This design comes from an exercise in tuning for small area on the open sky130 flow, not from production work. In this exercise RTL edits were held to simulation tests only and were not proved equivalent to the original. No activity file was given, so power comes from the tool's default toggle rates.

==> 07-14 <==
// gpu_lane
module gpu_lane
(
    input logic clk,
    input logic stall,
    input logic [31:0] instr,
    input logic [3:0] thread_num,
    input logic [17:0] block_idx,
    input logic [8:0] mmu_read_data,
    output logic mmu_write_en,
    output logic mmu_write_force,
    output logic [8:0] mmu_write_data,
    output logic [17:0] mmu_addr,
    output logic [23:0] rgb_val,
    output logic disp_valid
);
Settings: LEC_CHECK=0, ABC_AREA=1, CAP_MARGIN=20, CORE_MARGIN=2, CORE_UTILIZATION=40, SLEW_MARGIN=20, SYNTH_HIERARCHICAL=1; clock period 12.0 ns.
run.sh (not shown) runs the stock make flow with config.mk's settings and CLKGATE_MAP_FILE= SYNTH_SCRIPT=/design/flow/synth_recipe.tcl, a recipe that flattens the netlist after the stock synthesis.
==> inputs of 10-08, as changes to 07-14 <==
==> flow/flow/run.sh (new file) <==
#!/bin/bash
# Standard layout, except that ABC maps the logic for area (amap) instead of
# delay: a copy of the ORFS scripts folder with abc_area.script replaced.
set -euo pipefail
here=$(pwd)
rm -rf "$here/scripts_area"
cp -r "$FLOW_HOME/scripts" "$here/scripts_area"
cp "$here/flow/abc_area.script" "$here/scripts_area/abc_area.script"
export SCRIPTS_DIR="$here/scripts_area"
bash "$here/standard.sh" > "$here/standard_flow.log" 2>&1
==> flow/flow/abc_area.script (new file) <==
strash
dch
amap
topo
dnsize -c
==> flow/standard.sh (new file) <==
#!/bin/bash
# synth_recipe.tcl (not shown) runs the flow's synth.tcl, then flattens the netlist and writes it again
# the make line also repeats each setting of config.mk as NAME=value (left out here)
make -C /OpenROAD-flow-scripts/flow DESIGN_CONFIG=/design/flow/config.mk WORK_HOME=/design/flow/orfs CLKGATE_MAP_FILE= SYNTH_SCRIPT=/design/flow/synth_recipe.tcl "${@:-finish}"
removed: flow/run.sh
==> flow_summary_export.csv <==
group,metric,value,unit
layout,final_util,0.4601,
layout,stdcell_count,16556,
critical_path,r2r_slack,0.65,ns
power_and_ir_drop,power_sequential,15.0,mW
critical_path,cp_max_fo,28,
route,wl_met1,184800,um
logic_synthesis,syn_area_per_cell,12.67,um2
placement,place_inst,16010,
run_status,status,"finished clean",
layout,layout.nets,12518,
min_path,hold_end,"r11[8]",
layout,nNonClkBuffers,490,
layout,final_common_cell,"edfxtp_1",
sta,worst_hold_slack,0.2746,ns
power_and_ir_drop,finalPower,45.37,mW
critical_path,worstSetupEndpoint,"p3_x[16]",
layout,diodes,3,
power_and_ir_drop,p_per_area,285.1,mW/mm2
The numbers above come from 10-08.

==> flow_summary_export.csv <==
group,metric,value,unit
sta,worst_hold_slack,0.3064,ns
layout,stdcell_count,24999,
placement,place_inst,24406,
route,wl_met1,217800,um
critical_path,worstSetupEndpoint,"p6_y[16]",
min_path,hold_end,"r11[9]",
critical_path,r2r_slack,1.57,ns
logic_synthesis,syn_area_per_cell,8.884,um2
placement,dp_hpwl,335900,um
layout,layout.nets,20014,
power_and_ir_drop,power_sequential,15.1,mW
critical_path,cp_top_family,"adder cells",
layout,final_common_cell,"nand2_1",
layout,diodes,10,
run_status,status,"finished clean",
clock_network,numCtsBuffers,322,
critical_path,cp_max_fo,27,
layout,nNonClkBuffers,412,
power_and_ir_drop,clk-power,9.55,mW
The numbers above come from 07-14.


---

==> branch tundra <==
Another version of the RTL of gpu_lane (not shown whole).
clock: 12.0 ns
lec_check: 0
abc_area: 1
cap_margin: 20
core_margin: 2
core_utilization: 40
slew_margin: 20
synth_hierarchical: 1
standard.sh (not shown) runs the stock make flow with config.mk's settings and CLKGATE_MAP_FILE= SYNTH_SCRIPT=/design/flow/synth_recipe.tcl, a recipe that flattens the netlist after the stock synthesis.
==> flow/flow/run.sh <==
#!/bin/bash
# Standard layout with two changes:
#  - ABC maps the logic for area (amap) instead of delay: a copy of the ORFS
#    scripts folder with abc_area.script replaced;
#  - clock tree: larger sink clusters and no dummy loads.
set -euo pipefail
here=$(pwd)
rm -rf "$here/scripts_area"
cp -r "$FLOW_HOME/scripts" "$here/scripts_area"
cp "$here/flow/abc_area.script" "$here/scripts_area/abc_area.script"
export SCRIPTS_DIR="$here/scripts_area"
export CTS_ARGS="-sink_clustering_enable -repair_clock_nets -buf_list sky130_fd_sc_hd__clkbuf_8 -dont_use_dummy_load -sink_clustering_size 14 -sink_clustering_max_diameter 55"
bash "$here/standard.sh" > "$here/standard_flow.log" 2>&1
==> flow/flow/abc_area.script <==
strash
dch
amap
topo
dnsize -c
==> branch violet (differences from branch tundra) <==
--- a/flow/design.v
+++ b/flow/design.v
@@ -27,25 +27,52 @@
 logic [2:0] n;
 aoi222 G0 (d[0], s[0], d[1], s[1], d[2], s[2], n[0]);
 aoi222 G1 (d[3], s[3], d[4], s[4], d[5], s[5], n[1]);
 aoi222 G2 (d[6], s[6], d[7], s[7], d[8], s[8], n[2]);
 assign y = ~(&n) | extra;
 endmodule
+module rf_wdec (
+    input  logic         wen,
+    input  logic         pwen,
+    input  logic [3:0]   thr,
+    input  logic [2:0]   idx,
+    output logic [127:0] en,
+    output logic [127:0] en_n,
+    output logic [15:0]  pen,
+    output logic [15:0]  pen_n
+);
+always_comb begin
+    for (int w = 0; w < 128; w++) begin
+        en[w] = wen && ({thr, idx} == 7'(w));
+        en_n[w] = ~en[w];
+    end
+    for (int t = 0; t < 16; t++) begin
+        pen[t] = pwen && (thr == 4'(t));
+        pen_n[t] = ~pen[t];
+    end
+end
+endmodule
+module inv1 (
+    input  logic a,
+    output logic y
+);
+assign y = ~a;
+endmodule
 module int_fu (
     input  logic [17:0] a,
     input  logic [17:0] b,
     input  logic [4:0]  func,
     output logic [17:0] res
 );
 localparam logic [4:0] F_ADD = 5'b00000, F_SUB = 5'b00001, F_ABS = 5'b00110,
     F_AND = 5'b00111, F_SLL = 5'b01010, F_SRL = 5'b01011, F_SLT = 5'b11100,
     F_SEQ = 5'b11101, F_LUI = 5'b11111;
 logic        sub, cout;
 logic [17:0] sum, sh_in, sh_out, a_rev, sh_rev;
 always_comb begin
-    sub = (func == F_SUB) || (func == F_SLT);
+    sub = (func == F_SUB) || (func == F_SLT) || (func == F_SEQ);
     for (int k = 0; k < 18; k++) a_rev[k] = a[17-k];
     sh_in = func[0] ? a_rev : a;
 end
 rca #(18) Add (.a(a), .b(b ^ {18{sub}}), .cin(sub), .s(sum), .cout(cout));
 always_comb begin
     sh_out = sh_in << b[4:0];
@@ -54,13 +81,13 @@
         F_ADD, F_SUB: res = sum;
         F_ABS: res = {1'b0, a[16:0]};
         F_AND: res = a & b;
         F_SLL: res = sh_out;
         F_SRL: res = sh_rev;
         F_SLT: res = {17'b0, ~cout};
-        F_SEQ: res = {17'b0, a == b};
+        F_SEQ: res = {17'b0, sum == 18'h0};
         F_LUI: res = b;
         default: res = 18'h0;
     endcase
 end
 endmodule
 module fadd_fu (
@@ -164,12 +191,33 @@
     zb = cc ^ {16{~sign}};
 end
 add17 AX (.a(x_i), .b(xb), .cin(~xlin & xsub), .s(x_o));
 add16 AY (.a(y_i), .b(yb), .cin(sign), .s(y_o));
 add16 AZ (.a(z_i), .b(zb), .cin(~sign), .s(z_o));
 endmodule
+module cordic_stage4h (
+    input  logic [1:0]  mc,
+    input  logic [16:0] x_i,
+    input  logic [15:0] y_i,
+    output logic [16:0] x_o,
+    output logic [15:0] y_o
+);
+logic hyp, sign;
+logic [16:0] x_sh, y_sh, xb;
+logic [15:0] yb;
+always_comb begin
+    hyp = (mc == 2'd3);
+    sign = y_i[15] ~^ x_i[16];
+    x_sh = 17'($signed(x_i) >>> 4);
+    y_sh = 17'($signed({y_i[15], y_i}) >>> 4);
+    xb = hyp ? (y_sh ^ {17{sign}}) : 17'h0;
+    yb = hyp ? (x_sh[15:0] ^ {16{sign}}) : 16'h0;
+end
+add17 AX (.a(x_i), .b(xb), .cin(hyp & sign), .s(x_o));
+add16 AY (.a(y_i), .b(yb), .cin(hyp & sign), .s(y_o));
+endmodule
 module add17 (
     input  logic [16:0] a,
     input  logic [16:0] b,
     input  logic        cin,
     output logic [16:0] s
 );
@@ -626,18 +674,18 @@
 localparam logic [2:0] K_INT = 3'd0, K_FADD = 3'd1, K_CY = 3'd2, K_CZ = 3'd3,
     K_CX = 3'd4, K_CFR = 3'd5;
 localparam logic [1:0] OV_NONE = 2'd0, OV_NAN = 2'd1, OV_ZERO = 2'd2, OV_INF = 2'd3;
 logic [3:0]  d_thread;
 logic [17:0] d_bidx;
 logic [30:0] d_ins;      
+logic ld;
+inv1 StallN (.a(stall), .y(ld));
 always_ff @(posedge clk) begin
-    if (!stall) begin
-        d_thread <= thread_num;
-        d_bidx <= block_idx;
-        d_ins <= {instr[31:5], instr[3:0]};
-    end
+    d_thread <= (thread_num & {4{ld}}) | (d_thread & {4{stall}});
+    d_bidx <= (block_idx & {18{ld}}) | (d_bidx & {18{stall}});
+    d_ins <= ({instr[31:5], instr[3:0]} & {31{ld}}) | (d_ins & {31{stall}});
 end
 logic [31:0] ri;
 logic [2:0]  r_opc;
 logic        r_is_imm;
 logic [17:0] r_imm;
 logic [17:0] r_reg1, r_reg2;
@@ -685,39 +733,37 @@
         e2 = ((b == 3) && ri[18:15] == 4'd2) || ((b == 0 || b == 2) && ri[18:15] == 4'd3);
     end
     mux9oh P1 (.d(d), .s(rs1_oh), .extra(e1), .y(r_reg1[b]));
     mux9oh P2 (.d(d), .s(rs2_oh), .extra(e2), .y(r_reg2[b]));
 end
 mux16oh PredMux (.d(rf_preds), .s(rf_toh), .y(r_pred));
+logic [127:0] rf_we, rf_we_n;
+logic [15:0]  rf_pe, rf_pe_n;
+rf_wdec WDec (.wen(w_wen), .pwen(w_pwen), .thr(w_thr), .idx(w_idx), .en(rf_we),
+              .en_n(rf_we_n), .pen(rf_pe), .pen_n(rf_pe_n));
 always_ff @(posedge clk) begin
-    for (int t = 0; t < 16; t++) begin
-        for (int k = 0; k < 8; k++) begin
-            if (w_wen && w_thr == 4'(t) && w_idx == 3'(k))
-                rf_regs[t*144 + k*18 +: 18] <= w_data;
-        end
-        if (w_pwen && w_thr == 4'(t))
-            rf_preds[t] <= w_pval;
-    end
+    for (int w = 0; w < 128; w++)
+        rf_regs[w*18 +: 18] <= (w_data & {18{rf_we[w]}})
+                             | (rf_regs[w*18 +: 18] & {18{rf_we_n[w]}});
+    rf_preds <= ({16{w_pval}} & rf_pe) | (rf_preds & rf_pe_n);
 end
 logic [17:0] f_a, f_b;
 logic [8:0]  f_w;
 logic [2:0]  f_opc;
 logic [4:0]  f_func;
 logic        f_pred;
 logic [3:0]  f_thread, f_rd;
 always_ff @(posedge clk) begin
-    if (!stall) begin
-        f_a <= r_reg1;
-        f_b <= r_is_imm ? r_imm : r_reg2;
-        f_w <= r_reg2[8:0];
-        f_opc <= r_opc;
-        f_func <= ri[14:10];
-        f_pred <= ~ri[28] | r_pred;
-        f_thread <= d_thread;
-        f_rd <= ri[3:0];
-    end
+    f_a <= (r_reg1 & {18{ld}}) | (f_a & {18{stall}});
+    f_b <= ((r_is_imm ? r_imm : r_reg2) & {18{ld}}) | (f_b & {18{stall}});
+    f_w <= (r_reg2[8:0] & {9{ld}}) | (f_w & {9{stall}});
+    f_opc <= (r_opc & {3{ld}}) | (f_opc & {3{stall}});
+    f_func <= (ri[14:10] & {5{ld}}) | (f_func & {5{stall}});
+    f_pred <= ((~ri[28] | r_pred) & ld) | (f_pred & stall);
+    f_thread <= (d_thread & {4{ld}}) | (f_thread & {4{stall}});
+    f_rd <= (ri[3:0] & {4{ld}}) | (f_rd & {4{stall}});
 end
 logic is_f, is_int, is_fadd, is_cordic, is_mem, is_cvtfc, is_cvt, pred_setter;
 always_comb begin
     is_f = (f_opc == 3'b011);
     is_int = (f_opc == 3'b000) || (f_opc == 3'b001) || (f_opc == 3'b010)
            || (is_f && f_func == F_ABS);
@@ -828,24 +874,22 @@
     s_meta.thr = f_thread;
     s_meta.idx = {~f_rd[2], f_rd[1:0]};
 end
 logic [16:0] a1x, a2x, a3x, a4x, b4x, a5x, a6x, a7x, a8x, a9x, a10x;
 logic [15:0] a1y, a1z, a2y, a2z;
 logic [15:0] a3y, a3z, a4y, a4z;
-logic [15:0] b4y, b4z, a5y, a5z;
+logic [15:0] b4y, a5y, a5z;
 logic [15:0] a6y, a6z, a7y, a7z;
 logic [15:0] a8y, a8z, a9y, a9z;
 logic [15:0] a10y, a10z;
 cordic_stage #(1)  St1  (p1_m.mc, p1_x, p1_y, p1_z, a1x, a1y, a1z);
 cordic_stage #(2)  St2  (p1_m.mc, a1x, a1y, a1z, a2x, a2y, a2z);
 cordic_stage #(3)  St3  (p2_m.mc, p2_x, p2_y, p2_z, a3x, a3y, a3z);
 cordic_stage #(4)  St4a (p2_m.mc, a3x, a3y, a3z, a4x, a4y, a4z);
-cordic_stage #(4)  St4b (p3_m.mc, p3_x, p3_y, p3_z, b4x, b4y, b4z);
-cordic_stage #(5)  St5  (p3_m.mc, p3_m.mc == 2'd3 ? b4x : p3_x,
-                                  p3_m.mc == 2'd3 ? b4y : p3_y,
-                                  p3_m.mc == 2'd3 ? b4z : p3_z, a5x, a5y, a5z);
+cordic_stage4h    St4b (p3_m.mc, p3_x, p3_y, b4x, b4y);
+cordic_stage #(5)  St5  (p3_m.mc, b4x, b4y, p3_z, a5x, a5y, a5z);
 cordic_stage #(6)  St6  (p4_m.mc, p4_x, p4_y, p4_z, a6x, a6y, a6z);
 cordic_stage #(7)  St7  (p4_m.mc, a6x, a6y, a6z, a7x, a7y, a7z);
 cordic_stage #(8)  St8  (p5_m.mc, p5_x, p5_y, p5_z, a8x, a8y, a8z);
 cordic_stage #(9)  St9  (p5_m.mc, a8x, a8y, a8z, a9x, a9y, a9z);
 cordic_stage #(10) St10 (p6_m.mc, p6_x, p6_y, p6_z, a10x, a10y, a10z);
 always_ff @(posedge clk) begin
==> branch xenon (differences from branch tundra) <==
--- a/flow/design.v
+++ b/flow/design.v
@@ -27,25 +27,52 @@
 logic [2:0] n;
 aoi222 G0 (d[0], s[0], d[1], s[1], d[2], s[2], n[0]);
 aoi222 G1 (d[3], s[3], d[4], s[4], d[5], s[5], n[1]);
 aoi222 G2 (d[6], s[6], d[7], s[7], d[8], s[8], n[2]);
 assign y = ~(&n) | extra;
 endmodule
+module rf_wdec (
+    input  logic         wen,
+    input  logic         pwen,
+    input  logic [3:0]   thr,
+    input  logic [2:0]   idx,
+    output logic [127:0] en,
+    output logic [127:0] en_n,
+    output logic [15:0]  pen,
+    output logic [15:0]  pen_n
+);
+always_comb begin
+    for (int w = 0; w < 128; w++) begin
+        en[w] = wen && ({thr, idx} == 7'(w));
+        en_n[w] = ~en[w];
+    end
+    for (int t = 0; t < 16; t++) begin
+        pen[t] = pwen && (thr == 4'(t));
+        pen_n[t] = ~pen[t];
+    end
+end
+endmodule
+module inv1 (
+    input  logic a,
+    output logic y
+);
+assign y = ~a;
+endmodule
 module int_fu (
     input  logic [17:0] a,
     input  logic [17:0] b,
     input  logic [4:0]  func,
     output logic [17:0] res
 );
 localparam logic [4:0] F_ADD = 5'b00000, F_SUB = 5'b00001, F_ABS = 5'b00110,
     F_AND = 5'b00111, F_SLL = 5'b01010, F_SRL = 5'b01011, F_SLT = 5'b11100,
     F_SEQ = 5'b11101, F_LUI = 5'b11111;
 logic        sub, cout;
 logic [17:0] sum, sh_in, sh_out, a_rev, sh_rev;
 always_comb begin
-    sub = (func == F_SUB) || (func == F_SLT);
+    sub = (func == F_SUB) || (func == F_SLT) || (func == F_SEQ);
     for (int k = 0; k < 18; k++) a_rev[k] = a[17-k];
     sh_in = func[0] ? a_rev : a;
 end
 rca #(18) Add (.a(a), .b(b ^ {18{sub}}), .cin(sub), .s(sum), .cout(cout));
 always_comb begin
     sh_out = sh_in << b[4:0];
@@ -54,13 +81,13 @@
         F_ADD, F_SUB: res = sum;
         F_ABS: res = {1'b0, a[16:0]};
         F_AND: res = a & b;
         F_SLL: res = sh_out;
         F_SRL: res = sh_rev;
         F_SLT: res = {17'b0, ~cout};
-        F_SEQ: res = {17'b0, a == b};
+        F_SEQ: res = {17'b0, sum == 18'h0};
         F_LUI: res = b;
         default: res = 18'h0;
     endcase
 end
 endmodule
 module fadd_fu (
@@ -164,12 +191,33 @@
     zb = cc ^ {16{~sign}};
 end
 add17 AX (.a(x_i), .b(xb), .cin(~xlin & xsub), .s(x_o));
 add16 AY (.a(y_i), .b(yb), .cin(sign), .s(y_o));
 add16 AZ (.a(z_i), .b(zb), .cin(~sign), .s(z_o));
 endmodule
+module cordic_stage4h (
+    input  logic [1:0]  mc,
+    input  logic [16:0] x_i,
+    input  logic [15:0] y_i,
+    output logic [16:0] x_o,
+    output logic [15:0] y_o
+);
+logic hyp, sign;
+logic [16:0] x_sh, y_sh, xb;
+logic [15:0] yb;
+always_comb begin
+    hyp = (mc == 2'd3);
+    sign = y_i[15] ~^ x_i[16];
+    x_sh = 17'($signed(x_i) >>> 4);
+    y_sh = 17'($signed({y_i[15], y_i}) >>> 4);
+    xb = hyp ? (y_sh ^ {17{sign}}) : 17'h0;
+    yb = hyp ? (x_sh[15:0] ^ {16{sign}}) : 16'h0;
+end
+add17 AX (.a(x_i), .b(xb), .cin(hyp & sign), .s(x_o));
+add16 AY (.a(y_i), .b(yb), .cin(hyp & sign), .s(y_o));
+endmodule
 module add17 (
     input  logic [16:0] a,
     input  logic [16:0] b,
     input  logic        cin,
     output logic [16:0] s
 );
@@ -626,18 +674,18 @@
 localparam logic [2:0] K_INT = 3'd0, K_FADD = 3'd1, K_CY = 3'd2, K_CZ = 3'd3,
     K_CX = 3'd4, K_CFR = 3'd5;
 localparam logic [1:0] OV_NONE = 2'd0, OV_NAN = 2'd1, OV_ZERO = 2'd2, OV_INF = 2'd3;
 logic [3:0]  d_thread;
 logic [17:0] d_bidx;
 logic [30:0] d_ins;      
+logic ld;
+inv1 StallN (.a(stall), .y(ld));
 always_ff @(posedge clk) begin
-    if (!stall) begin
-        d_thread <= thread_num;
-        d_bidx <= block_idx;
-        d_ins <= {instr[31:5], instr[3:0]};
-    end
+    d_thread <= (thread_num & {4{ld}}) | (d_thread & {4{stall}});
+    d_bidx <= (block_idx & {18{ld}}) | (d_bidx & {18{stall}});
+    d_ins <= ({instr[31:5], instr[3:0]} & {31{ld}}) | (d_ins & {31{stall}});
 end
 logic [31:0] ri;
 logic [2:0]  r_opc;
 logic        r_is_imm;
 logic [17:0] r_imm;
 logic [17:0] r_reg1, r_reg2;
@@ -685,39 +733,37 @@
         e2 = ((b == 3) && ri[18:15] == 4'd2) || ((b == 0 || b == 2) && ri[18:15] == 4'd3);
     end
     mux9oh P1 (.d(d), .s(rs1_oh), .extra(e1), .y(r_reg1[b]));
     mux9oh P2 (.d(d), .s(rs2_oh), .extra(e2), .y(r_reg2[b]));
 end
 mux16oh PredMux (.d(rf_preds), .s(rf_toh), .y(r_pred));
+logic [127:0] rf_we, rf_we_n;
+logic [15:0]  rf_pe, rf_pe_n;
+rf_wdec WDec (.wen(w_wen), .pwen(w_pwen), .thr(w_thr), .idx(w_idx), .en(rf_we),
+              .en_n(rf_we_n), .pen(rf_pe), .pen_n(rf_pe_n));
 always_ff @(posedge clk) begin
-    for (int t = 0; t < 16; t++) begin
-        for (int k = 0; k < 8; k++) begin
-            if (w_wen && w_thr == 4'(t) && w_idx == 3'(k))
-                rf_regs[t*144 + k*18 +: 18] <= w_data;
-        end
-        if (w_pwen && w_thr == 4'(t))
-            rf_preds[t] <= w_pval;
-    end
+    for (int w = 0; w < 128; w++)
+        rf_regs[w*18 +: 18] <= (w_data & {18{rf_we[w]}})
+                             | (rf_regs[w*18 +: 18] & {18{rf_we_n[w]}});
+    rf_preds <= ({16{w_pval}} & rf_pe) | (rf_preds & rf_pe_n);
 end
 logic [17:0] f_a, f_b;
 logic [8:0]  f_w;
 logic [2:0]  f_opc;
 logic [4:0]  f_func;
 logic        f_pred;
 logic [3:0]  f_thread, f_rd;
 always_ff @(posedge clk) begin
-    if (!stall) begin
-        f_a <= r_reg1;
-        f_b <= r_is_imm ? r_imm : r_reg2;
-        f_w <= r_reg2[8:0];
-        f_opc <= r_opc;
-        f_func <= ri[14:10];
-        f_pred <= ~ri[28] | r_pred;
-        f_thread <= d_thread;
-        f_rd <= ri[3:0];
-    end
+    f_a <= (r_reg1 & {18{ld}}) | (f_a & {18{stall}});
+    f_b <= ((r_is_imm ? r_imm : r_reg2) & {18{ld}}) | (f_b & {18{stall}});
+    f_w <= (r_reg2[8:0] & {9{ld}}) | (f_w & {9{stall}});
+    f_opc <= (r_opc & {3{ld}}) | (f_opc & {3{stall}});
+    f_func <= (ri[14:10] & {5{ld}}) | (f_func & {5{stall}});
+    f_pred <= ((~ri[28] | r_pred) & ld) | (f_pred & stall);
+    f_thread <= (d_thread & {4{ld}}) | (f_thread & {4{stall}});
+    f_rd <= (ri[3:0] & {4{ld}}) | (f_rd & {4{stall}});
 end
 logic is_f, is_int, is_fadd, is_cordic, is_mem, is_cvtfc, is_cvt, pred_setter;
 always_comb begin
     is_f = (f_opc == 3'b011);
     is_int = (f_opc == 3'b000) || (f_opc == 3'b001) || (f_opc == 3'b010)
            || (is_f && f_func == F_ABS);
@@ -828,24 +874,22 @@
     s_meta.thr = f_thread;
     s_meta.idx = {~f_rd[2], f_rd[1:0]};
 end
 logic [16:0] a1x, a2x, a3x, a4x, b4x, a5x, a6x, a7x, a8x, a9x, a10x;
 logic [15:0] a1y, a1z, a2y, a2z;
 logic [15:0] a3y, a3z, a4y, a4z;
-logic [15:0] b4y, b4z, a5y, a5z;
+logic [15:0] b4y, a5y, a5z;
 logic [15:0] a6y, a6z, a7y, a7z;
 logic [15:0] a8y, a8z, a9y, a9z;
 logic [15:0] a10y, a10z;
 cordic_stage #(1)  St1  (p1_m.mc, p1_x, p1_y, p1_z, a1x, a1y, a1z);
 cordic_stage #(2)  St2  (p1_m.mc, a1x, a1y, a1z, a2x, a2y, a2z);
 cordic_stage #(3)  St3  (p2_m.mc, p2_x, p2_y, p2_z, a3x, a3y, a3z);
 cordic_stage #(4)  St4a (p2_m.mc, a3x, a3y, a3z, a4x, a4y, a4z);
-cordic_stage #(4)  St4b (p3_m.mc, p3_x, p3_y, p3_z, b4x, b4y, b4z);
-cordic_stage #(5)  St5  (p3_m.mc, p3_m.mc == 2'd3 ? b4x : p3_x,
-                                  p3_m.mc == 2'd3 ? b4y : p3_y,
-                                  p3_m.mc == 2'd3 ? b4z : p3_z, a5x, a5y, a5z);
+cordic_stage4h    St4b (p3_m.mc, p3_x, p3_y, b4x, b4y);
+cordic_stage #(5)  St5  (p3_m.mc, b4x, b4y, p3_z, a5x, a5y, a5z);
 cordic_stage #(6)  St6  (p4_m.mc, p4_x, p4_y, p4_z, a6x, a6y, a6z);
 cordic_stage #(7)  St7  (p4_m.mc, a6x, a6y, a6z, a7x, a7y, a7z);
 cordic_stage #(8)  St8  (p5_m.mc, p5_x, p5_y, p5_z, a8x, a8y, a8z);
 cordic_stage #(9)  St9  (p5_m.mc, a8x, a8y, a8z, a9x, a9y, a9z);
 cordic_stage #(10) St10 (p6_m.mc, p6_x, p6_y, p6_z, a10x, a10y, a10z);
 always_ff @(posedge clk) begin
==> flow/flow/run.sh (replaced) <==
#!/bin/bash
# Standard layout with two changes:
#  - ABC maps the logic for area (amap) instead of delay: a copy of the ORFS
#    scripts folder with abc_area.script replaced;
#  - clock tree: larger sink clusters and no dummy loads.
set -euo pipefail
here=$(pwd)
rm -rf "$here/scripts_area"
cp -r "$FLOW_HOME/scripts" "$here/scripts_area"
cp "$here/flow/abc_area.script" "$here/scripts_area/abc_area.script"
export SCRIPTS_DIR="$here/scripts_area"
export CTS_ARGS="-sink_clustering_enable -repair_clock_nets -buf_list sky130_fd_sc_hd__clkbuf_8 -dont_use_dummy_load -sink_clustering_size 16 -sink_clustering_max_diameter 60"
bash "$here/standard.sh" > "$here/standard_flow.log" 2>&1
==> comparison table <==
item	branch tundra	branch xenon	branch violet
Result of the run	timing/DRC/antenna clean	timing/DRC/antenna clean	timing/DRC/antenna clean
Clock-cell share of area	2.76%	2.32%	2.86%
Sequential cell area share	58.5%	43.3%	43.1%
Leakage dissipation	48.8 nW	50.6 nW	51.0 nW
Sink of the worst hold path	r11[18]	p5_m[1]	r9[10]
Ant diodes	5	14	10
Worst endpoint required time	12.84 ns	12.93 ns	12.90 ns
Post-layout nets	10800	15600	15600
Maximum ir drop on the vdd rail	283 uV	268 uV	269 uV
Area of the die	333000 um2	325000 um2	325000 um2
Power density over the cells	256 nW/um2	253 nW/um2	255 nW/um2
Initial drt markers	13800	16400	15800
Global-route wire length before repair	564000 um	674000 um	674000 um
Max Clk Rate	0.0875 GHz	0.0882 GHz	0.0888 GHz
Routed wirelength normalized by instance count	27.3 um	24.0 um	24.0 um

re-timing with driven ports:
Ports are ideal in the flow. The routed layouts listed here were re-timed in OpenROAD. Step 1 (the two cells are an assumption about what drives the block):
set clk [get_ports {clk}]
set_driving_cell -lib_cell sky130_fd_sc_hd__clkbuf_16 $clk
set_driving_cell -lib_cell sky130_fd_sc_hd__buf_2 [delete_from_list [all_inputs] $clk]
Step 2 moves the port delays by t, midway between the first and last clock arrival at a register: inputs arrive t later, outputs are due t later. That takes back most of the time a late clock gives input paths. Slacks: no drivers / after step 1 / after step 2; pairs: no drivers / after step 1.
run | shift t [ns] | slack for setup (ns) | worst setup path at the end | slew at the worst register clock pin (ns)
07-14 | 1.012 | 1.566 / 1.566 / 1.566 | register to register | 0.08 / 0.08
10-08 | 0.963 | 0.647 / 0.647 / 0.647 | register to register | 0.07 / 0.07
branch tundra | 1.095 | 0.575 / 0.575 / 0.575 | register to register | 0.09 / 0.09
branch violet | 1.132 | 0.743 / 0.743 / 0.743 | register to register | 0.10 / 0.10
branch xenon | 1.149 | 0.656 / 0.656 / 0.656 | register to register | 0.11 / 0.11
After both steps setup and hold are still met in every run listed.
